This design comes from an exercise in tuning for small area on the open sky130 flow, not from production work. At most, simulation tests tie the RTL to the original design; equivalence was not proved. Only the layout flow was run in run 5; the RTL was not checked for function there. Power figures rest on the tool's default switching activity, not on a simulated workload.

### design/flow/flow/run.sh
#!/bin/bash
set -o pipefail
export BUFFER_PORTS_ARGS="-buffer_cell sky130_fd_sc_hd__buf_1"
export CTS_ARGS="-sink_clustering_enable -repair_clock_nets -sink_clustering_size 25 -sink_clustering_max_diameter 150 -dont_use_dummy_load"
bash standard.sh > standard.log 2>&1
### design/flow/config.mk
export PLATFORM = sky130hd
export DESIGN_NAME = crtc
export DESIGN_NICKNAME = crtc
export VERILOG_FILES = /design/flow/design.v
export SDC_FILE = /design/flow/constraint.sdc
export NUM_CORES = 4
export LEC_CHECK = 0
export CAP_MARGIN = 10
export CORE_MARGIN = 2
export CORE_UTILIZATION = 70
export CTS_CLUSTER_DIAMETER = 150
export CTS_CLUSTER_SIZE = 25
export GPL_TIMING_DRIVEN = 0
export PLACE_DENSITY = 0.78
export SETUP_SLACK_MARGIN = 0.2
export SLEW_MARGIN = 10
export SYNTH_HIERARCHICAL = 1
export SYNTH_MINIMUM_KEEP_SIZE = 0
### design/flow/constraint.sdc
create_clock -name core_clock -period 5.0 [get_ports {clk}]
set_input_delay 1.0000 -clock core_clock [delete_from_list [all_inputs] [get_ports {clk}]]
set_output_delay 1.0000 -clock core_clock [all_outputs]
set_load 0.01 [all_outputs]
### design/flow/standard.sh
#!/bin/bash
# synth_recipe.tcl (not shown) runs the flow's synth.tcl, then flattens the netlist and writes it again
# the make line also repeats each setting of config.mk as NAME=value (left out here)
make -C /OpenROAD-flow-scripts/flow DESIGN_CONFIG=/design/flow/config.mk WORK_HOME=/design/flow/orfs CLKGATE_MAP_FILE= SYNTH_SCRIPT=/design/flow/synth_recipe.tcl "${@:-finish}"
### design/flow/design.v
module jtframe_frac_cen(
    input         clk,
    input         rst,
    input   [9:0] n,          
    input   [9:0] m,          
    output reg    cen
);
reg  [10:0] cencnt;
wire [10:0] nxt;
wire        over;
jtframe_frac_step u_step(.acc(cencnt), .n(n), .m(m), .over(over), .nxt(nxt));
always @(posedge clk) begin
    if (rst) begin
        cencnt <= 11'd0;
        cen    <= 1'b0;
    end else begin
        cencnt <= nxt;
        cen    <= over;
    end
end
endmodule
module jtframe_frac_step(
    input  [10:0] acc,
    input   [9:0] n,
    input   [9:0] m,
    output        over,
    output [10:0] nxt
);
wire [10:0] c, p, bo;
jtframe_frac_carry  u_c(.a(acc), .b({1'b0, n}), .c(c));
genvar i;
generate
for (i = 0; i < 10; i = i + 1) begin : g_p
    wire t;
    jtframe_frac_xor2 u_x0(.a(acc[i]), .b(n[i]), .y(t));
    jtframe_frac_xor2 u_x1(.a(t), .b(c[i]), .y(p[i]));
end
endgenerate
jtframe_frac_xor2 u_p10(.a(acc[10]), .b(c[10]), .y(p[10]));
jtframe_frac_borrow u_b(.p(p), .m(m), .bo(bo), .over(over));
jtframe_frac_sel    u_s(.over(over), .p(p), .m(m), .bo(bo), .y(nxt));
endmodule
module jtframe_frac_carry(
    input  [10:0] a,
    input  [10:0] b,
    output [10:0] c
);
assign c[0] = 1'b0;
genvar i;
generate
for (i = 1; i < 11; i = i + 1) begin : g
    assign c[i] = (a[i-1] & b[i-1]) | (a[i-1] & c[i-1]) | (b[i-1] & c[i-1]);
end
endgenerate
endmodule
module jtframe_frac_xor2(
    input  a,
    input  b,
    output y
);
assign y = a ^ b;
endmodule
module jtframe_frac_borrow(
    input  [10:0] p,
    input   [9:0] m,
    output [10:0] bo,
    output        over
);
wire [11:0] c;
wire [10:0] mm = {1'b0, m};
assign c[0] = 1'b0;
genvar i;
generate
for (i = 0; i < 11; i = i + 1) begin : g
    assign c[i+1] = (~p[i] & mm[i]) | (~p[i] & c[i]) | (mm[i] & c[i]);
end
endgenerate
assign bo = c[10:0];
assign over = ~c[11];
endmodule
module jtframe_frac_sel(
    input         over,
    input  [10:0] p,
    input   [9:0] m,
    input  [10:0] bo,
    output [10:0] y
);
assign y = over ? (p ^ {1'b0, m} ^ bo) : p;
endmodule
module crtc(
    input clk,
    input reset,
    output ce_pixel,
    input [1:0] wr,
    input [4:0] address,
    input [15:0] din,
    output [15:0] dout,
    output hsync,
    output hblank,
    output [11:0] hcnt,
    output vsync,
    output vblank,
    output [11:0] vcnt,
    output [11:0] arx,
    output [11:0] ary,
	output [5:0] pll_addr,
	output [31:0] pll_value,
	output reg pll_write,
	input      pll_busy
);
localparam PLL_IO_REG = 15;
localparam HCNT_REG = 16;
localparam VCNT_REG = 17;
wire [15:0] wd = din & {16{~reset}};
wire [31:0] sel = 32'd1 << address;
wire [15:0] ctrl [0:31];
genvar k;
generate
for (k = 0; k < 32; k = k + 1) begin : g_reg
    if (k == PLL_IO_REG) begin : g_io
        assign ctrl[k] = 16'd0;
    end else if (k != HCNT_REG && k != VCNT_REG) begin : g_plain
        reg [15:0] q;
        wire en_lo = reset | (wr[0] & sel[k]);
        wire en_hi = reset | (wr[1] & sel[k]);
        always @(posedge clk) begin
            if (en_lo) q[7:0] <= wd[7:0];
            if (en_hi) q[15:8] <= wd[15:8];
        end
        assign ctrl[k] = q;
    end
end
endgenerate
wire [9:0] ce_num = ctrl[0][9:0];
wire [9:0] ce_denom = ctrl[1][9:0];
wire [11:0] hact = ctrl[2][11:0];
wire [11:0] hfp = ctrl[3][11:0];
wire [11:0] hs = ctrl[4][11:0];
wire [11:0] hbp = ctrl[5][11:0];
wire [11:0] vact = ctrl[6][11:0];
wire [11:0] vfp = ctrl[7][11:0];
wire [11:0] vs = ctrl[8][11:0];
wire [11:0] vbp = ctrl[9][11:0];
assign arx = ctrl[10][11:0];
assign ary = ctrl[11][11:0];
assign pll_addr = ctrl[14][5:0];
assign pll_value = {ctrl[12], ctrl[13]};
jtframe_frac_cen ce_pix_frac(
    .clk(clk),
    .rst(reset),
    .n(ce_num),
    .m(ce_denom),
    .cen(ce_pixel)
);
reg [11:0] hb_start, vb_start;
reg [11:0] hs_start, vs_start;
reg [11:0] hs_end, vs_end;
wire [11:0] hb_sum, vb_sum, hss_sum, vss_sum, hse_sum, vse_sum;
crtc_add12 u_hb (.a(hact), .b(hbp), .s(hb_sum));
crtc_add12 u_vb (.a(vact), .b(vbp), .s(vb_sum));
crtc_add12 u_hss(.a(hb_start), .b(hfp), .s(hss_sum));
crtc_add12 u_vss(.a(vb_start), .b(vfp), .s(vss_sum));
crtc_add12 u_hse(.a(hs_start), .b(hs), .s(hse_sum));
crtc_add12 u_vse(.a(vs_start), .b(vs), .s(vse_sum));
always @(posedge clk) begin
    if (reset) begin
        hb_start <= 12'd0;
        vb_start <= 12'd0;
        hs_start <= 12'd0;
        vs_start <= 12'd0;
        hs_end <= 12'd0;
        vs_end <= 12'd0;
    end else begin
        hb_start <= hb_sum;
        vb_start <= vb_sum;
        hs_start <= hss_sum;
        vs_start <= vss_sum;
        hs_end <= hse_sum;
        vs_end <= vse_sum;
    end
end
reg [15:0] hreg, vreg;
assign hcnt = hreg[11:0];
assign vcnt = vreg[11:0];
assign ctrl[HCNT_REG] = hreg;
assign ctrl[VCNT_REG] = vreg;
wire h_lt_bs_n, h_lt_bp, h_lt_ss_n, h_lt_se;
wire v_lt_bs_n, v_lt_bp, v_lt_ss_n, v_lt_se;
wire [12:0] hinc, vinc;
wire h_eq_se, v_eq_se;
crtc_inc12 u_hinc(.a(hcnt), .y(hinc));
crtc_inc12 u_vinc(.a(vcnt), .y(vinc));
crtc_eq12 u_heq(.a(hinc[11:0]), .b(hs_end), .y(h_eq_se));
crtc_eq12 u_veq(.a(vinc[11:0]), .b(vs_end), .y(v_eq_se));
wire hwrap = (|hs_end) & (~h_lt_se | h_eq_se);
wire vwrap = (|vs_end) & (~v_lt_se | v_eq_se);
wire hstep = ce_pixel;
wire vstep = ce_pixel & hwrap;
wire hclr = hwrap | reset;
wire vclr = vwrap | reset;
wire [15:0] hval = {3'b000, hinc & {13{~hclr}}};
wire [15:0] vval = {3'b000, vinc & {13{~vclr}}};
wire [15:0] hd = hstep ? hval : wd;
wire [15:0] vd = vstep ? vval : wd;
wire hen_lo = reset | hstep | (wr[0] & sel[HCNT_REG]);
wire hen_hi = reset | hstep | (wr[1] & sel[HCNT_REG]);
wire ven_lo = reset | vstep | (wr[0] & sel[VCNT_REG]);
wire ven_hi = reset | vstep | (wr[1] & sel[VCNT_REG]);
always @(posedge clk) begin
    if (hen_lo) hreg[7:0] <= hd[7:0];
    if (hen_hi) hreg[15:8] <= hd[15:8];
    if (ven_lo) vreg[7:0] <= vd[7:0];
    if (ven_hi) vreg[15:8] <= vd[15:8];
end
wire [11:0] hcnt_n = ~hcnt;
wire [11:0] vcnt_n = ~vcnt;
crtc_lt12 u_c0(.an(hcnt_n), .b(hb_start), .y(h_lt_bs_n));
crtc_lt12 u_c1(.an(hcnt_n), .b(hbp), .y(h_lt_bp));
crtc_lt12 u_c2(.an(hcnt_n), .b(hs_start), .y(h_lt_ss_n));
crtc_lt12 u_c3(.an(hcnt_n), .b(hs_end), .y(h_lt_se));
crtc_lt12 u_c4(.an(vcnt_n), .b(vb_start), .y(v_lt_bs_n));
crtc_lt12 u_c5(.an(vcnt_n), .b(vbp), .y(v_lt_bp));
crtc_lt12 u_c6(.an(vcnt_n), .b(vs_start), .y(v_lt_ss_n));
crtc_lt12 u_c7(.an(vcnt_n), .b(vs_end), .y(v_lt_se));
assign hblank = ~h_lt_bs_n | h_lt_bp;
assign hsync = ~h_lt_ss_n & h_lt_se;
assign vblank = ~v_lt_bs_n | v_lt_bp;
assign vsync = ~v_lt_ss_n & v_lt_se;
wire [15:0] rsrc [0:31];
generate
for (k = 0; k < 32; k = k + 1) begin : g_rsrc
    if (k == PLL_IO_REG) begin : g_io
        assign rsrc[k] = {16{pll_busy}};
    end else begin : g_r
        assign rsrc[k] = ctrl[k];
    end
end
endgenerate
genvar b, g;
generate
for (b = 0; b < 16; b = b + 1) begin : g_dout
    wire [10:0] t;
    for (g = 0; g < 10; g = g + 1) begin : g_grp
        crtc_aoi222 u(
            .a0(sel[3*g]),   .b0(rsrc[3*g][b]),
            .a1(sel[3*g+1]), .b1(rsrc[3*g+1][b]),
            .a2(sel[3*g+2]), .b2(rsrc[3*g+2][b]),
            .y(t[g]));
    end
    crtc_aoi22 u_last(
        .a0(sel[30]), .b0(rsrc[30][b]),
        .a1(sel[31]), .b1(rsrc[31][b]),
        .y(t[10]));
    assign dout[b] = ~&t;
end
endgenerate
wire pll_io_req = wr[0] && sel[PLL_IO_REG];
reg pll_io_req_prev;
always @(posedge clk) begin
    if (reset) begin
        pll_io_req_prev <= 1'b0;
        pll_write <= 1'b0;
    end else begin
        pll_io_req_prev <= pll_io_req;
        pll_write <= pll_io_req & ~pll_io_req_prev;
    end
end
endmodule
module crtc_add12(
    input  [11:0] a,
    input  [11:0] b,
    output [11:0] s
);
wire [10:0] c;
assign c[0] = 1'b0;
genvar i;
generate
for (i = 0; i < 10; i = i + 1) begin : g
    assign s[i] = a[i] ^ b[i] ^ c[i];
    assign c[i+1] = (a[i] & b[i]) | (a[i] & c[i]) | (b[i] & c[i]);
end
endgenerate
wire u0 = a[10] ^ b[10];
wire k0 = a[10] & b[10];
wire u1 = a[11] ^ b[11] ^ k0;
assign s[10] = u0 ^ c[10];
assign s[11] = u1 ^ (c[10] & u0);
endmodule
module crtc_lt12(
    input  [11:0] an,
    input  [11:0] b,
    output y
);
wire [12:0] c;
assign c[0] = 1'b0;
genvar i;
generate
for (i = 0; i < 12; i = i + 1) begin : g
    assign c[i+1] = (an[i] & b[i]) | (an[i] & c[i]) | (b[i] & c[i]);
end
endgenerate
assign y = c[12];
endmodule
module crtc_inc12(
    input  [11:0] a,
    output [12:0] y
);
wire [12:0] c;
assign c[0] = 1'b1;
genvar i;
generate
for (i = 0; i < 12; i = i + 1) begin : g
    assign y[i] = a[i] ^ c[i];
    assign c[i+1] = a[i] & c[i];
end
endgenerate
assign y[12] = c[12];
endmodule
module crtc_eq12(
    input  [11:0] a,
    input  [11:0] b,
    output y
);
assign y = a == b;
endmodule
module crtc_aoi222(
    input a0, b0, a1, b1, a2, b2,
    output y
);
assign y = ~((a0 & b0) | (a1 & b1) | (a2 & b2));
endmodule
module crtc_aoi22(
    input a0, b0, a1, b1,
    output y
);
assign y = ~((a0 & b0) | (a1 & b1));
endmodule
==> key figures, run 1 <==
Placed design
  – I/O Buffers: about 130
  – Post-DP HPWL: between 40000 and 50000 µm
  – GPL Wtd Cong: 0.960
  – Setup Slack @ Placement: -0.0513 ns

Detailed routing
  – DRT iter0 DRCs: ~2900
  – Remaining DRCs: 0
  – DR WL/cell: ~30 µm
  – DR vias: between 15000 and 20000
  – Total Wirelength: 68400 µm
  – DR pass1 iterations: 9
  – Via density: between 7 and 8
  – Post-route ant nets: 0

Timing
  – Unrepaired setup endpoints after global routing: no
  – Period utilization: 0.959
  – Max-slew violations: 0
  – Max Freq: around 210 MHz
  – Layout Skew: about 0.031 ns
  – # setup viols final: 0
  – Hold Violations, Final: 0
  – Worst Tran Pin Value: around 1.1 ns
  – Worst Setup Slack, final: 0.207 ns
  – Slew margin rel.: 0.294
  – Final min period: between 4 and 5 ns

Synth
  – Post-Synthesis Cells: 1641
  – Post-Syn Area: between 0.02 and 0.03 mm²
  – Syn Area/Cell: roughly 15 µm²
  – Count of warnings emitted by yosys: 8

Global routing
  – Initial antenna violation count: 2
  – Vias in the first global route: approximately 16000
  – Pin count of the biggest net entering global routing: 32
  – GRT Total Usage: 0.361
  – Gr ovfl total: 0
  – First-pass GRT wire length: between 100000 and 150000 µm

Floorplanning
  – Core Area: 0.0357 mm²
  – Die W: between 150 and 200 µm
  – Die H: slightly below 200 µm
  – Rows: slightly below 70
  – Initial Util: 0.713
  – Die area: 0.0379 mm²
  – I/O pins: approximately 130

Final layout
  – Top reg by flops: g.genblk1.g_plain.q
  – Multi-input logic area: approximately 0.0084 mm²
  – Fillers: roughly 2000
  – Commonest non-fill, non-tap cell in the layout: edfxtp_1
  – Nets: between 1500 and 2000
  – Commonest cells after routing, fill and taps aside: edfxtp_1, a222oi_1, buf_1
  – Regs by FF count: g.genblk1.g_plain.q: 464 flops, hreg: 16 flops, vreg: 16 flops
  – Reg area: 0.0166 mm²
  – Area Growth Syn to Fin: 10.0%
  – Max reg flops: about 460
  – Layout cells sized above 1: 0.163

Setup path
  – CP Capture Type: output port
  – Slowest stage delay, CP: a little under 1 ns
  – Critical path required time: 4.00 ns
  – Critical-path top delay cell: a222oi_1
  – CP Max Fanout: 18
  – CP startpoint kind: input pin
  – WP buf/inv: 2
  – Kind of critical path: in2out
  – Largest delay share family, worst path: simple AND/OR/NAND/NOR gates
  – Critical Path AT: between 3 and 4 ns
  – Critical Path, Cell by Cell: buf_1, or3_1, nor2_2, a222oi_1, nand4_1, nor2_1, nand4_1, buf_1

Job
  – Max-capacitance violation count: 0

Pwr
  – Overall power: ~13000 µW
  – Pwr Density: 450 mW/mm²
  – Maximum vdd drop: between 0.0003 and 0.0004 V
  – Leak Pwr: roughly 0.01 µW

CTS
  – Clk sinks: ~580
  – Max clock buf depth: 3
  – Root buf cell: clkbuf_16
  – Clock Latency Late Sink: around 0.6 ns
  – Worst-path clk slew: ~0.1 ns
  – H-tree Lvls: 1
  – TritonCTS clock tree: built
  – Num CTS Buffers: 27

Min path
  – HP Class: reg2reg

Run status
  – Outcome: finished clean
[report_power, final]
| part | leakage (µW) | internal, µW | switching, µW | total (µW) |
|---|---|---|---|---|
| registers | 0.00554 | 5980 | 609 | 6580 |
| clock network | 0.000333 | 964 | 1390 | 2350 |
| logic | 0.00397 | 1650 | 2010 | 3660 |
| total | 0.00985 | 8590 | 4000 | 12600 |
[per-layer routing]
| layer | GRT usage | wire [µm] |
|---|---|---|
| met5 | 0 | 13 |
| met3 | 0.0600 | 8440 |
| met2 | 0.589 | 32900 |
| met1 | 0.498 | 24400 |
| met4 | 0.130 | 2620 |
[cell type report]
| type | count | share of cell area |
|---|---|---|
| clock buffer | 27 | 0.0241 |
| buffer | 89 | 0.0215 |
| antenna | 1 | 0.0000894 |
| inverter | 34 | 0.00456 |
| tap | 461 | 0.0206 |
| sequential | 582 | 0.594 |
| multi-input combinational | 935 | 0.299 |
| timing repair buffer | 167 | 0.0366 |
[worst paths after layout]
path | slack, ns | cells past startpoint | from | to
setup / recovery | 0.21 | 8 | address[0] | dout[4]
hold / removal | 0.40 | 1 | pll_io_req_prev | pll_write
setup reg to reg | 0.30 | 14 | g_reg[2].genblk1.g_plain.q[0] | hb_start[11]
hold reg to reg | 0.40 | 1 | pll_io_req_prev | pll_write
[metrics by stage]
stage | TNS, ns | util | instances | hold slack, ns | area (µm²)
CTS | 0 | 0.782 | 2292 | 0.399 | 27900
global placement | -0.0332 | 0.743 | 2235 | 0.373 | 26500
finish | 0 | 0.785 | 2296 | 0.395 | 28000
global route | 0 | 0.785 | 2295 | 0.405 | 28000
floorplan | 0 | - | 1641 | 0.367 | 25400
detailed placement | -0.0513 | 0.761 | 2261 | 0.385 | 27100
[what timing repair did]
item,CTS,global route
pin swaps,3,5
gates resized for setup,18,22
hold buffers,0,0
setup buffers,4,4
endpoints found under the setup margin,7,31
[worst register-to-register path, stage by stage (launching register included)]
cell and delay (ns):
edfxtp_1 0.50, ha_2 0.25, fa_2 0.34, fa_2 0.35, fa_2 0.37, fa_2 0.36
fa_2 0.35, fa_2 0.37, fa_2 0.35, fa_2 0.34, fa_1 0.38, ha_2 0.19
xor2_1 0.15, xnor2_1 0.18, nor2b_1 0.15
==> run 2, diff against run 1 <==
==> design/flow/flow/run.sh (replaced) <==
#!/bin/bash
set -o pipefail
export BUFFER_PORTS_ARGS="-buffer_cell sky130_fd_sc_hd__buf_1"
export REMOVE_ABC_BUFFERS=1
export CTS_ARGS="-sink_clustering_enable -repair_clock_nets -sink_clustering_size 25 -sink_clustering_max_diameter 150 -dont_use_dummy_load"
bash standard.sh > standard.log 2>&1
--- a/design/flow/config.mk
+++ b/design/flow/config.mk
@@ -8,9 +8,8 @@
 export CAP_MARGIN = 10
 export CORE_MARGIN = 2
-export CORE_UTILIZATION = 70
+export CORE_UTILIZATION = 55
 export CTS_CLUSTER_DIAMETER = 150
 export CTS_CLUSTER_SIZE = 25
 export GPL_TIMING_DRIVEN = 0
-export PLACE_DENSITY = 0.78
 export SETUP_SLACK_MARGIN = 0.2
 export SLEW_MARGIN = 10
==> key figures, run 2 <==
Run status
  – Outcome: finished clean

Detailed routing
  – Total Wirelength: 67900 µm (-0.73%)
  – DRT iter0 DRCs: 2382 (-18%)
  – Remaining DRCs: 0 (unchanged)
  – Post-route ant nets: 0 (unchanged)
  – Via density: 6.62 (-8.6%)
  – DR pass1 iterations: 10 (+1)
  – DR WL/cell: 29.0 µm (-2.8%)
  – DR vias: 15500 (-6.6%)

Final layout
  – Fillers: 3567 (+75%)
  – Commonest non-fill, non-tap cell in the layout: edfxtp_1
  – Utilization after layout: 0.607 (-0.177)
  – ANT cells: 0 (-1)
  – Layout cells sized above 1: 0.131 (-0.0318)
  – Reg area: 0.0166 mm² (unchanged)
  – Max reg flops: 464 (unchanged)
  – Nets: 1867 (-4.6%)
  – Area Growth Syn to Fin: 8.61%
  – Regs by FF count: g.genblk1.g_plain.q: 464 flops, hreg: 16 flops, vreg: 16 flops
  – Commonest cells after routing, fill and taps aside: edfxtp_1, a222oi_1, buf_1
  – Design area: 0.0276 mm² (-1.3%)
  – Multi-input logic area: 0.00837 mm² (+0.22%)
  – Top reg by flops: g.genblk1.g_plain.q

Pwr
  – Leak Pwr: 0.00951 µW (-3.4%)
  – Net switching share of the total power: 0.322 (+0.00401)
  – Pwr Density: 453 mW/mm² (+0.68%)
  – Clk pwr share: 0.190 (+0.003)
  – Cell internal pwr: 8490 µW (-1.2%)
  – P_sw: 4030 µW (+0.64%)
  – Sequential share of power: 0.525 (+0.002)
  – Overall power: 12500 µW (-0.61%)
  – Maximum vdd drop: 0.000389 V (+1.9%)
  – Combinational Power Share: 0.285 (-0.006)

Min path
  – HP Class: reg2reg
  – Worst Hold Depth: 1 (unchanged)
  – Hold Path Origin: pll_io_req_prev
  – Hold Crit Endpoint: pll_write

CTS
  – Clock Latency Late Sink: 0.61 ns (about the same)
  – Num CTS Buffers: 27 (unchanged)
  – Worst-path clk slew: 0.09 ns (about the same)
  – Root buf cell: clkbuf_16
  – CTS hold repair buffers: 0 (unchanged)
  – Clk sinks: 582 (unchanged)
  – H-tree Lvls: 1 (unchanged)
  – TritonCTS clock tree: built
  – Max clock buf depth: 3 (unchanged)

Setup path
  – CP startpoint kind: input pin
  – CP Capture Type: output port
  – Critical Path AT: 3.71 ns (-0.08 ns)
  – WP buf/inv: 3 (+1)
  – R2r setup slk: 0.32 ns (+0.02 ns)
  – Critical-path top delay cell: a222oi_1
  – Slowest stage delay, CP: 0.59 ns (-0.40 ns)
  – Critical path required time: 4.00 ns (about the same)
  – CP Max Fanout: 12 (-6)
  – Kind of critical path: in2out
  – Worst r2r dst: vs_end[11]
  – Critical Path, Cell by Cell: buf_1, nand2b_1, nor2_1, buf_4, a222oi_1, nand4_1, nor2_1, nand4_1, buf_1
  – Register-to-Register Path Depth: 14 (unchanged)
  – Reg2reg start: g_reg[8].genblk1.g_plain.q[0]
  – Largest delay share family, worst path: simple AND/OR/NAND/NOR gates

Global routing
  – Met3 Usage GRT: 0.0468 (-0.0132)
  – Met1 global-route usage: 0.417 (-0.0805)
  – Pin count of the biggest net entering global routing: 40 (+25%)
  – Vias in the first global route: 15200 (-5.7%)
  – First-pass GRT wire length: 99200 µm (-2.0%)
  – Busiest grt layer: met2
  – Gr ovfl total: 0 (unchanged)
  – Initial antenna violation count: 2 (unchanged)
  – GRT Total Usage: 0.283 (-0.0779)
  – Global-route track usage on met2: 0.447 (-0.143)

Timing
  – Max Freq: 212 MHz (+1.7%)
  – Hold Violations, Final: 0 (unchanged)
  – Period utilization: 0.943 (-0.0157)
  – Max-slew violations: 0 (unchanged)
  – Final min period: 4.71 ns (-0.0785 ns)
  – Unrepaired setup endpoints after global routing: yes
  – Slew margin rel.: 0.284 (-0.0101)
  – Worst Tran Pin Value: 1.07 ns (+0.00793 ns)
  – Layout Skew: 0.0401 ns (+0.00874 ns)
  – # setup viols final: 0 (unchanged)

Floorplanning
  – Die area: 0.0480 mm² (+27%)
  – Die W: 219 µm (+13%)
  – Die H: 219 µm (+13%)
  – Rows: 78 (+13%)
  – I/O pins: 134 (unchanged)
  – Core Area: 0.0455 mm² (+28%)
  – Initial Util: 0.559 (-0.154)

Placed design
  – GPL Wtd Cong: 0.857 (-11%)
  – Placed Area: 0.0268 mm² (-1.4%)
  – Post-DP HPWL: 48600 µm (-0.51%)
  – I/O Buffers: 133 (unchanged)

Synth
  – Syn Area/Cell: 15.5 µm² (unchanged)
  – Count of warnings emitted by yosys: 8 (unchanged)
  – Post-Synthesis Cells: 1641 (unchanged)
  – Post-Syn Area: 0.0254 mm² (unchanged)

Job
  – Max-capacitance violation count: 0 (unchanged)
-- run 2: cell type report --
| type | instances | area share |
|---|---|---|
| Tap cell | 600 | 0.0272 |
| Sequential cell | 582 | 0.602 |
| Inverter | 34 | 0.00462 |
| Clock buffer | 27 | 0.0245 |
| Multi-Input combinational cell | 935 | 0.303 |
| Timing Repair Buffer | 167 | 0.0389 |
-- run 2: worst max path at each step --
stage | endpoint | cells past startpoint | startpoint | slack [ns]
after CTS | vs_end[11] | 14 | g_reg[8].genblk1.g_plain.q[0] | 0.20
after detailed placement | vreg[7] | 18 | hreg[0] | -0.06
after global routing | dout[1] | 8 | address[2] | 0.16
after global placement | vreg[4] | 4 | reset | -8.41
after floorplan | vreg[0] | 17 | hreg[0] | -0.42
final | dout[2] | 9 | address[1] | 0.29
-- run 2: metrics by stage --
stage | setup slack, ns | cells | hold WS (ns) | setup TNS (ns)
2_1_floorplan | -0.424 | 1551 | 0.367 | -11.90
3_3_place_gp | -8.41 | 2284 | 0.379 | -5327.92
3_5_place_dp | -0.0597 | 2309 | 0.379 | -0.529
4_1_cts | 0.203 | 2342 | 0.394 | 0
5_1_grt | 0.158 | 2345 | 0.402 | 0
6_report | 0.285 | 2345 | 0.392 | 0
-- run 2: timing repair --
| action | CTS | global route |
|---|---|---|
| endpoints found under the setup margin | 36 | 32 |
| gates cloned | 0 | 0 |
| pin swaps | 3 | 7 |
| endpoints found under the hold margin | 0 | 0 |
| buffers inserted | 6 | 3 |
| gates resized for setup | 16 | 28 |
-- run 2: routing by layer --
layer,share of wire,vias up
met5,0,-
met4,0.023,0
met3,0.079,71
met2,0.47,681
met1,0.43,7949
li1,-,6830
-- run 2: power by group through the flow --
stage	combinational (µW)	clock, µW	sequential [µW]
global route	3910	2580	6650
floorplan	2430	0	6510
finish	3570	2380	6570
detailed placement	3450	0	6690
global placement	3360	0	6700
CTS	3530	2430	6580
==> run 3, diff against run 2 <==
==> design/flow/flow/run.sh (replaced) <==
#!/bin/bash
set -o pipefail
export BUFFER_PORTS_ARGS="-buffer_cell sky130_fd_sc_hd__buf_1"
export REMOVE_ABC_BUFFERS=1
export CTS_ARGS="-sink_clustering_enable -repair_clock_nets -sink_clustering_size 16 -sink_clustering_max_diameter 100 -buf_list sky130_fd_sc_hd__clkbuf_8 -dont_use_dummy_load"
bash standard.sh > standard.log 2>&1
--- a/design/flow/config.mk
+++ b/design/flow/config.mk
@@ -9,8 +9,9 @@
 export CORE_MARGIN = 2
 export CORE_UTILIZATION = 55
-export CTS_CLUSTER_DIAMETER = 150
-export CTS_CLUSTER_SIZE = 25
+export CTS_BUF_LIST = sky130_fd_sc_hd__clkbuf_8
+export CTS_CLUSTER_DIAMETER = 100
+export CTS_CLUSTER_SIZE = 16
 export GPL_TIMING_DRIVEN = 0
-export SETUP_SLACK_MARGIN = 0.2
+export SETUP_SLACK_MARGIN = 0.1
 export SLEW_MARGIN = 10
 export SYNTH_HIERARCHICAL = 1
==> key figures, run 3 <==
Timing
  – Worst Tran Pin Value: 1.19 ns (+0.118 ns)
  – Period utilization: 0.964 (+0.0211)
  – Layout Skew: 0.0414 ns (+0.00128 ns)
  – # setup viols final: 0 (unchanged)
  – Hold Violations, Final: 0 (unchanged)
  – Max-slew violations: 0 (unchanged)
  – Final min period: 4.82 ns (+0.106 ns)
  – Unrepaired setup endpoints after global routing: yes
  – Max Freq: 207 MHz (-2.2%)
  – Slew margin rel.: 0.210 (-0.0737)
  – Fin Setup TNS: 0 ns (unchanged)

Floorplanning
  – I/O pins: 134 (unchanged)
  – Die area: 0.0480 mm² (unchanged)
  – Initial Util: 0.559 (unchanged)
  – Core Area: 0.0455 mm² (unchanged)
  – Rows: 78 (unchanged)
  – Die H: 219 µm (unchanged)
  – Die W: 219 µm (unchanged)

Pwr
  – Sequential share of power: 0.533 (+0.008)
  – Pwr Density: 449 mW/mm² (-0.99%)
  – P_sw: 4060 µW (+0.65%)
  – Cell internal pwr: 8270 µW (-2.6%)
  – Maximum vdd drop: 0.000328 V (-16%)
  – Combinational Power Share: 0.288 (+0.003)
  – Leak Pwr: 0.00948 µW (-0.32%)
  – Clk pwr share: 0.179 (-0.011)
  – Net switching share of the total power: 0.329 (+0.00713)
  – Overall power: 12300 µW (-1.5%)

Setup path
  – CP Max Fanout: 18 (+6)
  – Slowest stage delay, CP: 1.07 ns (+0.48 ns)
  – Critical path required time: 4.00 ns (about the same)
  – Critical Path, Cell by Cell: buf_1, nor2_1, nand2_1, nor2_2, a222oi_1, nand4_1, nor2_1, nand4_1, buf_1
  – WP buf/inv: 2 (-1)
  – Largest delay share family, worst path: simple AND/OR/NAND/NOR gates
  – Critical-path top delay cell: a222oi_1
  – Kind of critical path: in2out
  – CP Capture Type: output port
  – Critical Path AT: 3.82 ns (+0.11 ns)
  – CP startpoint kind: input pin

CTS
  – CTS hold repair buffers: 0 (unchanged)
  – Max clock buf depth: 3 (unchanged)
  – Clk sinks: 582 (unchanged)
  – H-tree Lvls: 2 (+1)
  – Worst-path clk slew: 0.09 ns (about the same)
  – Num CTS Buffers: 42 (+56%)
  – Clock Latency Late Sink: 0.64 ns (+0.03 ns)
  – TritonCTS clock tree: built
  – Root buf cell: clkbuf_8

Final layout
  – Nets: 1881 (+0.75%)
  – Max reg flops: 464 (unchanged)
  – Layout cells sized above 1: 0.129 (-0.00218)
  – Fillers: 3579 (+0.34%)
  – Non-Filler Instances: 2359 (+0.60%)
  – Regs by FF count: g.genblk1.g_plain.q: 464 flops, hreg: 16 flops, vreg: 16 flops
  – Commonest cells after routing, fill and taps aside: edfxtp_1, a222oi_1, buf_1
  – Commonest non-fill, non-tap cell in the layout: edfxtp_1
  – Area Growth Syn to Fin: 8.01%
  – ANT cells: 0 (unchanged)
  – Top reg by flops: g.genblk1.g_plain.q

Detailed routing
  – DR vias: 15600 (+0.52%)
  – Total Wirelength: 68000 µm (+0.12%)
  – Remaining DRCs: 0 (unchanged)
  – DR pass1 iterations: 8 (-2)
  – Post-route ant nets: 0 (unchanged)
  – DR WL/cell: 28.8 µm (-0.47%)
  – DRT iter0 DRCs: 2300 (-3.4%)
  – Via density: 6.62 (about the same)

Synth
  – Post-Synthesis Cells: 1641 (unchanged)
  – Post-Syn Area: 0.0254 mm² (unchanged)
  – Count of warnings emitted by yosys: 8 (unchanged)
  – Syn Area/Cell: 15.5 µm² (unchanged)

Global routing
  – Initial antenna violation count: 3 (+1)
  – Pin count of the biggest net entering global routing: 40 (unchanged)
  – Vias in the first global route: 15400 (+0.91%)
  – GRT Total Usage: 0.286 (+0.00345)
  – Gr ovfl total: 0 (unchanged)
  – First-pass GRT wire length: 99800 µm (+0.62%)

Placed design
  – I/O Buffers: 133 (unchanged)
  – Post-DP HPWL: 48600 µm (unchanged)
  – GPL Wtd Cong: 0.857 (unchanged)
  – Cell count after placement: 2309 (unchanged)

Job
  – Max-capacitance violation count: 0 (unchanged)

Run status
  – Outcome: finished clean

Min path
  – HP Class: reg2reg
[run 3: metrics by stage]
stage	setup WS (ns)	utilization	instance area [µm²]	hold slack, ns
2_1_floorplan	-0.424	-	24800	0.367
3_3_place_gp	-8.41	0.573	26100	0.379
3_5_place_dp	-0.0597	0.588	26800	0.379
4_1_cts	0.107	0.602	27400	0.393
5_1_grt	0.0414	0.604	27500	0.401
6_report	0.179	0.604	27500	0.393
[run 3: area by class of cell]
cell class / count / area [µm²] / share of cell area
sequential: 582 / 16600 / 0.605
multi-input combinational: 935 / 8330 / 0.303
timing repair buffer: 166 / 1070 / 0.0388
tap: 600 / 751 / 0.0273
clock buffer: 42 / 578 / 0.0210
inverter: 34 / 128 / 0.00465
[run 3: metal layers]
metal  up-vias  global-route usage  wire length [µm]
met3        92              0.0543              5770
li1       6847                   -                 -
met5         -                   0                13
met4         2              0.0791              1770
met1      7984               0.416             29100
met2       687               0.445             31300
[run 3: final timing paths]
path                                      start  cells after the start          to  slack, ns
hold reg to reg                 pll_io_req_prev                      1   pll_write       0.39
hold / removal                  pll_io_req_prev                      1   pll_write       0.39
setup reg to reg  g_reg[8].genblk1.g_plain.q[0]                     14  vs_end[11]       0.23
setup / recovery                     address[3]                      9     dout[1]       0.18
[run 3: power by group through the flow]
| stage | clock network, µW | registers, µW | logic, µW |
|---|---|---|---|
| 2_1_floorplan | 0 | 6510 | 2430 |
| 3_3_place_gp | 0 | 6700 | 3360 |
| 3_5_place_dp | 0 | 6690 | 3450 |
| 4_1_cts | 2260 | 6580 | 3520 |
| 5_1_grt | 2400 | 6650 | 3900 |
| 6_report | 2210 | 6570 | 3550 |
[run 3: what timing repair did]
item,CTS,global route
endpoints found under the setup margin,28,20
buffers inserted,5,3
gates cloned,0,0
gates resized for setup,2,24
pin swaps,1,9
[run 3: worst reg2reg max path, cell delays in order, from the launching register on]
cell and delay [ns]:
edfxtp_1 0.44, ha_1 0.21, fa_1 0.39, fa_1 0.40, fa_2 0.35, fa_1 0.38
fa_1 0.39, fa_1 0.38, fa_1 0.40, fa_2 0.35, fa_1 0.38, ha_1 0.20
xor2_1 0.15, xnor2_1 0.12, nor2b_1 0.12
==> run 4, diff against run 3 <==
--- a/design/flow/flow/run.sh
+++ b/design/flow/flow/run.sh
@@ -4,3 +4,4 @@
 export REMOVE_ABC_BUFFERS=1
 export CTS_ARGS="-sink_clustering_enable -repair_clock_nets -sink_clustering_size 16 -sink_clustering_max_diameter 100 -buf_list sky130_fd_sc_hd__clkbuf_8 -dont_use_dummy_load"
+export PRE_FLOORPLAN_TCL="$PWD/flow/downsize.tcl"
 bash standard.sh > standard.log 2>&1
==> design/flow/flow/downsize.tcl (new file) <==
# Pre-floorplan hook: set every logic cell that synthesis mapped to a larger
# drive strength to the smallest drive of the same function (same pins).
# Flip-flops, buffers and tie cells are left alone; repair_design and
# repair_timing later upsize whatever the layout needs.
set db [ord::get_db]
set block [ord::get_db_block]
set masters {}
foreach lib [$db getLibs] {
  foreach m [$lib getMasters] { dict set masters [$m getName] $m }
}
set dont_use {}
if { [info exists ::env(DONT_USE_CELLS)] } { set dont_use $::env(DONT_USE_CELLS) }
set n 0
set saved 0.0
foreach inst [$block getInsts] {
  set m [$inst getMaster]
  set name [$m getName]
  if { ![regexp {^(sky130_fd_sc_hd__([a-z0-9]+))_([0-9]+)$} $name -> base fn drive] } { continue }
  if { [regexp {^(df|edf|sdf|dl|sdl|buf|clk|conb|tap|fill|decap|diode|probe|lpflow|bufinv|einv|ebuf)} $fn] } { continue }
  set best $m
  set bestarea [expr {[$m getWidth] * [$m getHeight]}]
  foreach d {0 1 2} {
    set cand "${base}_$d"
    if { $cand eq $name || ![dict exists $masters $cand] || [lsearch -exact $dont_use $cand] >= 0 } { continue }
    set cm [dict get $masters $cand]
    set a [expr {[$cm getWidth] * [$cm getHeight]}]
    if { $a < $bestarea } { set best $cm; set bestarea $a }
  }
  if { $best ne $m } {
    set saved [expr {$saved + ([$m getWidth] * [$m getHeight] - $bestarea) / 1e6}]
    $inst swapMaster $best
    incr n
  }
}
puts "downsize: swapped $n instances, [format %.1f $saved] um2"
==> key figures, run 4 <==
Global routing
  – First-pass GRT wire length: 98700 µm (-1.1%)
  – Vias in the first global route: 15200 (-1.0%)
  – Gr ovfl total: 0 (unchanged)
  – Pin count of the biggest net entering global routing: 39 (-2.5%)
  – GRT Total Usage: 0.286 (-0.000763)
  – Initial antenna violation count: 2 (-1)

Detailed routing
  – Remaining DRCs: 0 (unchanged)
  – DR pass1 iterations: 9 (+1)
  – DR vias: 15700 (+0.25%)
  – Post-route ant nets: 0 (unchanged)
  – Via density: 6.63 (+0.25%)
  – Total Wirelength: 67400 µm (-0.90%)
  – DR WL/cell: 28.6 µm (-0.90%)
  – DRT iter0 DRCs: 2225 (-3.3%)

Final layout
  – Area Growth Syn to Fin: 8.33%
  – Nets: 1881 (unchanged)
  – Fillers: 3493 (-2.4%)
  – Regs by FF count: g.genblk1.g_plain.q: 464 flops, hreg: 16 flops, vreg: 16 flops
  – Max reg flops: 464 (unchanged)
  – Utilization after layout: 0.601 (-0.00270)
  – Design area: 0.0272 mm² (-1.1%)
  – Top reg by flops: g.genblk1.g_plain.q
  – Commonest cells after routing, fill and taps aside: edfxtp_1, a222oi_1, buf_1
  – Commonest non-fill, non-tap cell in the layout: edfxtp_1
  – ANT cells: 0 (unchanged)
  – Layout cells sized above 1: 0.0870 (-0.0421)

Setup path
  – Register-to-Register Path Depth: 14 (unchanged)
  – WP buf/inv: 2 (unchanged)
  – Kind of critical path: in2out
  – Critical-path top delay cell: a222oi_1
  – Largest delay share family, worst path: simple AND/OR/NAND/NOR gates
  – Critical Path AT: 3.84 ns (+0.02 ns)
  – CP startpoint kind: input pin
  – CP Capture Type: output port
  – Crit. path cell count: 8 (-1)
  – Critical path required time: 4.00 ns (about the same)
  – CP Max Fanout: 18 (unchanged)
  – Slowest stage delay, CP: 1.12 ns (+0.05 ns)
  – Critical Path, Cell by Cell: buf_1, or2_4, nor2_2, a222oi_1, nand4_1, nor2_1, nand4_1, buf_1

Timing
  – Worst Setup Slack, final: 0.156 ns (-0.0234 ns)
  – Period utilization: 0.969 (+0.00469)
  – Worst Tran Pin Value: 1.29 ns (+0.104 ns)
  – Max Freq: 206 MHz (-0.48%)
  – Layout Skew: 0.0369 ns (-0.00452 ns)
  – Slew margin rel.: 0.141 (-0.0693)
  – Unrepaired setup endpoints after global routing: yes
  – Final min period: 4.84 ns (+0.0234 ns)
  – Max-slew violations: 0 (unchanged)
  – Hold Violations, Final: 0 (unchanged)
  – # setup viols final: 0 (unchanged)
  – Fin Setup TNS: 0 ns (unchanged)

Min path
  – HP Class: reg2reg
  – Worst Hold Depth: 1 (unchanged)

Synth
  – Count of warnings emitted by yosys: 8 (unchanged)
  – Post-Syn Area: 0.0251 mm² (-1.4%)
  – Syn Area/Cell: 15.3 µm² (-1.4%)
  – Post-Synthesis Cells: 1641 (unchanged)

Pwr
  – Leak Pwr: 0.00942 µW (-0.71%)
  – Overall power: 12000 µW (-2.3%)
  – Pwr Density: 443 mW/mm² (-1.2%)
  – Maximum vdd drop: 0.000250 V (-24%)

Floorplanning
  – Die H: 218 µm (-0.68%)
  – Rows: 78 (unchanged)
  – I/O pins: 134 (unchanged)
  – Die W: 218 µm (-0.68%)
  – Initial Util: 0.555 (-0.00413)
  – Die area: 0.0473 mm² (-1.4%)
  – Core Area: 0.0452 mm² (-0.64%)

CTS
  – Root buf cell: clkbuf_8
  – Clk sinks: 582 (unchanged)
  – TritonCTS clock tree: built
  – Num CTS Buffers: 42 (unchanged)
  – Max clock buf depth: 3 (unchanged)
  – Worst-path clk slew: 0.10 ns (about the same)
  – CTS hold repair buffers: 0 (unchanged)
  – H-tree Lvls: 2 (unchanged)
  – Clock Latency Late Sink: 0.66 ns (+0.02 ns)

Placed design
  – GPL Wtd Cong: 0.840 (-2.0%)
  – I/O Buffers: 133 (unchanged)
  – Setup Slack @ Placement: -0.0395 ns (+0.0202 ns)
  – Post-DP HPWL: 48500 µm (-0.20%)
  – Placed Area: 0.0265 mm² (-1.1%)

Run status
  – Outcome: finished clean

Job
  – Max-capacitance violation count: 0 (unchanged)
[run 4: cell count changes in the layout (fill, tap and decap cells not counted), moves of 9 or more]
cell and delta:
a22oi_2 -17, a21oi_1 +9, o21ai_0 +9, nor2b_1 +11, nor2b_2 -9, a21oi_2 -9
a22oi_1 +17
[run 4: per-layer routing]
metal,GRT usage,share of wire,vias to the layer above
li1,-,-,6850
met1,0.415,0.42,7914
met2,0.434,0.46,793
met3,0.0626,0.093,90
met4,0.0872,0.027,4
met5,0,0.00031,-
[run 4: what timing repair did]
action	4_1_cts	5_1_grt
setup buffers	2	5
resized for setup	2	23
setup endpoints to repair	12	18
pin swaps	1	4
[run 4: worst reg2reg max path: cells and delay by family (launching register included)]
kind,cells,cell delay (ns)
XOR/XNOR,2,0.27
adder cells (fa/ha/maj),11,3.86
flip-flops,1,0.40
AND/OR/NAND/NOR,1,0.12
[run 4: worst paths after layout]
kind,slack [ns],start,end
worst min register to register,0.41,pll_io_req_prev,pll_write
worst max-delay path,0.16,address[1],dout[1]
worst max register to register,0.24,g_reg[7].genblk1.g_plain.q[0],vs_start[11]
worst min-delay path,0.41,pll_io_req_prev,pll_write
[run 4: final cells by class]
type,count,area [µm²],share of cell area
clock buffers,42,578,0.0213
inverters,34,128,0.00470
multi-input cells,935,8000,0.294
flip-flops and latches,582,16600,0.612
well taps,600,751,0.0276
repair buffers,166,1100,0.0405
[run 4: report_power, final]
part / switching (µW) / internal, µW
Combinational: 1890 / 1390
Sequential: 597 / 5970
Clock: 1440 / 757
Total: 3920 / 8120
[run 4: per-stage QoR]
stage | hold WS [ns] | cells
finish | 0.412 | 2359
global route | 0.451 | 2359
CTS | 0.420 | 2354
detailed placement | 0.383 | 2310
global placement | 0.376 | 2284
floorplan | 0.367 | 1551
==> run 5, diff against run 4 <==
--- a/design/flow/design.v
+++ b/design/flow/design.v
@@ -112,8 +112,14 @@
 localparam HCNT_REG = 16;
 localparam VCNT_REG = 17;
-wire [15:0] wd = din & {16{~reset}};
+wire [15:0] wdg [0:3];
+genvar k;
+generate
+for (k = 0; k < 4; k = k + 1) begin : g_wd
+    crtc_wdgate u(.d(din), .r(reset), .y(wdg[k]));
+end
+endgenerate
+wire [15:0] wd = wdg[2];
 wire [31:0] sel = 32'd1 << address;
 wire [15:0] ctrl [0:31];
-genvar k;
 generate
 for (k = 0; k < 32; k = k + 1) begin : g_reg
@@ -125,6 +131,6 @@
         wire en_hi = reset | (wr[1] & sel[k]);
         always @(posedge clk) begin
-            if (en_lo) q[7:0] <= wd[7:0];
-            if (en_hi) q[15:8] <= wd[15:8];
+            if (en_lo) q[7:0] <= wdg[k/8][7:0];
+            if (en_hi) q[15:8] <= wdg[k/8][15:8];
         end
         assign ctrl[k] = q;
@@ -336,2 +342,9 @@
 assign y = ~((a0 & b0) | (a1 & b1));
 endmodule
+module crtc_wdgate(
+    input  [15:0] d,
+    input         r,
+    output [15:0] y
+);
+assign y = d & {16{~r}};
+endmodule
==> key figures, run 5 <==
Run status
  – Outcome: finished clean

Global routing
  – Initial antenna violation count: 2 (unchanged)
  – GRT Total Usage: 0.289 (+0.00346)
  – Gr ovfl total: 0 (unchanged)
  – First-pass GRT wire length: 101000 µm (+2.4%)
  – Pin count of the biggest net entering global routing: 42 (+7.7%)
  – Vias in the first global route: 15900 (+4.5%)

Final layout
  – Nets: 1933 (+2.8%)
  – Area Growth Syn to Fin: 6.88%
  – Max reg flops: 464 (unchanged)
  – Utilization after layout: 0.597 (-0.00409)
  – Commonest non-fill, non-tap cell in the layout: edfxtp_1
  – Layout cells sized above 1: 0.0784 (-0.00857)
  – Top reg by flops: g.genblk1.g_plain.q
  – Fillers: 3593 (+2.9%)
  – Commonest cells after routing, fill and taps aside: edfxtp_1, a222oi_1, nor2b_1
  – Regs by FF count: g.genblk1.g_plain.q: 464 flops, hreg: 16 flops, vreg: 16 flops

CTS
  – Clk sinks: 582 (unchanged)
  – Max clock buf depth: 3 (unchanged)
  – Num CTS Buffers: 42 (unchanged)
  – Worst-path clk slew: 0.11 ns (about the same)
  – Clock Latency Late Sink: 0.67 ns (about the same)
  – TritonCTS clock tree: built
  – H-tree Lvls: 2 (unchanged)
  – Root buf cell: clkbuf_8

Setup path
  – Largest delay share family, worst path: adder cells
  – Crit. path cell count: 14 (+6)
  – Register-to-Register Path Depth: 14 (unchanged)
  – R2r setup slk: 0.20 ns (-0.04 ns)
  – Critical path destination: hs_end[11]
  – Cell repeated most along the worst path: fa_1
  – WP buf/inv: 0 (-2)
  – CP Capture Type: flip-flop
  – Critical Path AT: 5.35 ns (+1.51 ns)
  – Critical-path top delay cell: edfxtp_1
  – Worst r2r dst: hs_end[11]
  – Reg2reg start: g_reg[4].genblk1.g_plain.q[0]
  – Kind of critical path: reg2reg
  – Critical path required time: 5.55 ns (+1.55 ns)
  – CP startpoint: g_reg[4].genblk1.g_plain.q[0]
  – Critical Path, Cell by Cell: ha_1, fa_1, fa_1, fa_2, fa_2, fa_1, fa_1, fa_2, fa_1, fa_1, ha_1, xor2_1, xnor2_1, nor2b_2
  – CP Max Fanout: 2 (-16)
  – Slowest stage delay, CP: 0.41 ns (-0.71 ns)
  – CP startpoint kind: flip-flop

Floorplanning
  – Die H: 219 µm (+0.65%)
  – Die area: 0.0479 mm² (+1.3%)
  – Rows: 78 (unchanged)
  – I/O pins: 134 (unchanged)
  – Core Area: 0.0455 mm² (+0.65%)
  – Die W: 219 µm (+0.65%)
  – Initial Util: 0.559 (+0.00369)

Detailed routing
  – DR pass1 iterations: 8 (-1)
  – Post-route ant nets: 0 (unchanged)
  – Remaining DRCs: 0 (unchanged)
  – DR vias: 16000 (+2.3%)
  – DR WL/cell: 28.4 µm (-0.39%)
  – Total Wirelength: 68600 µm (+1.8%)
  – DRT iter0 DRCs: 1963 (-12%)
  – Via density: 6.64 (about the same)

Placed design
  – Post-DP HPWL: 50400 µm (+3.9%)
  – I/O Buffers: 133 (unchanged)
  – GPL Wtd Cong: 0.916 (+9.1%)

Timing
  – # setup viols final: 0 (unchanged)
  – Hold Violations, Final: 0 (unchanged)
  – Unrepaired setup endpoints after global routing: yes
  – Hold slack: 0.403 ns (-0.00913 ns)
  – Worst Tran Pin Value: 1.24 ns (-0.0454 ns)
  – Max-slew violations: 0 (unchanged)
  – Period utilization: 0.960 (-0.00831)
  – Final min period: 4.80 ns (-0.0416 ns)
  – Max Freq: 208 MHz (+0.87%)
  – Layout Skew: 0.0418 ns (+0.00496 ns)
  – Slew margin rel.: 0.168 (+0.0272)

Pwr
  – Maximum vdd drop: 0.000299 V (+20%)
  – P_sw: 3920 µW (about the same)
  – Overall power: 12000 µW (-0.32%)
  – Sequential share of power: 0.546 (about the same)
  – Cell internal pwr: 8080 µW (-0.51%)
  – Leak Pwr: 0.00943 µW (+0.11%)
  – Clk pwr share: 0.182 (about the same)
  – Net switching share of the total power: 0.327 (+0.00126)
  – Combinational Power Share: 0.272 (about the same)
  – Pwr Density: 442 mW/mm² (-0.28%)

Job
  – Max-capacitance violation count: 0 (unchanged)

Synth
  – Count of warnings emitted by yosys: 8 (unchanged)
  – Post-Syn Area: 0.0254 mm² (+1.3%)
  – Syn Area/Cell: 15.0 µm² (-2.1%)
  – Post-Synthesis Cells: 1698 (+3.5%)

Min path
  – HP Class: reg2reg
[run 5: how the worst min path moves through the flow]
stage	from	end	slack (ns)	cells past startpoint
after floorplan	pll_io_req_prev	pll_write	0.37	1
after global placement	pll_io_req_prev	pll_write	0.38	1
after detailed placement	pll_io_req_prev	pll_write	0.38	1
after CTS	pll_io_req_prev	pll_write	0.41	1
after global routing	pll_io_req_prev	pll_write	0.42	1
final	pll_io_req_prev	pll_write	0.40	1
[run 5: what timing repair did]
item,CTS,global route
pin swaps,1,3
cloned,0,0
setup buffers,4,3
setup endpoints to repair,8,15
hold buffers,0,0
gates resized for setup,12,20
[run 5: power by group through the flow]
stage               Sequential, µW  Combinational (µW)  Clock, µW
finish                        6560                3260       2190
global route                  6630                3600       2410
CTS                           6540                3230       2240
detailed placement            6650                3200          0
global placement              6650                3160          0
floorplan                     6490                2220          0
[run 5: stage by stage]
step | setup TNS (ns) | setup WS (ns) | instance area (µm²) | instances
finish | 0 | 0.198 | 27200 | 2412
global route | 0 | 0.00747 | 27200 | 2411
CTS | 0 | 0.0689 | 27100 | 2407
detailed placement | -0.153 | -0.0879 | 26400 | 2361
global placement | -4678.47 | -6.15 | 26100 | 2339
floorplan | 0 | 0.326 | 24800 | 1606
[run 5: area by class of cell]
type,instances,area [µm²],area share
clock buffer,42,578,0.0213
multi-input combinational,977,8180,0.301
antenna,1,2.50,0.0000921
inverter,47,176,0.00650
timing repair buffer,163,858,0.0316
tap,600,751,0.0276
sequential,582,16600,0.612
[run 5: layer usage]
| metal | up-vias | global-route usage | routed length [µm] | share of wire |
|---|---|---|---|---|
| met3 | 94 | 0.0396 | 5190 | 0.076 |
| met5 | - | 0 | 23 | 0.00034 |
| met4 | 4 | 0.0764 | 1600 | 0.023 |
| met2 | 658 | 0.480 | 33700 | 0.49 |
| li1 | 7021 | - | - | - |
| met1 | 8241 | 0.404 | 28100 | 0.41 |

## afterwards: timing with drivers on the ports
Ports are ideal in the flow. The routed layouts listed here were re-timed in OpenROAD. Step 1: set_driving_cell puts a clkbuf_16 on clk and a buf_2 on each other input, an assumption about the parent block. Step 2, shift: input delay + t, output delay - t, t = (earliest + latest rising clock arrival at the registers) / 2. This alone moves slack from input paths to output paths. a / b / c = ideal / step 1 / step 2; a / b = the first two.
run	t (ns)	slack for setup (ns)	slew at the worst register clock pin (ns)	worst slew at a driven data input, ns
run 1	0.625	0.207 / 0.134 / 0.134	0.10 / 0.10	0.09
run 2	0.648	0.285 / 0.218 / 0.218	0.10 / 0.10	0.07
run 3	0.685	0.179 / 0.111 / 0.111	0.11 / 0.11	0.07
run 4	0.676	0.156 / 0.134 / 0.134	0.11 / 0.11	0.08
run 5	0.707	0.198 / 0.198 / 0.198	0.11 / 0.11	0.08
After both steps setup and hold are still met in every run listed. The setup slack of run 1, which loses most, moves by -0.073 ns with the drivers and by -0.073 ns with both steps.
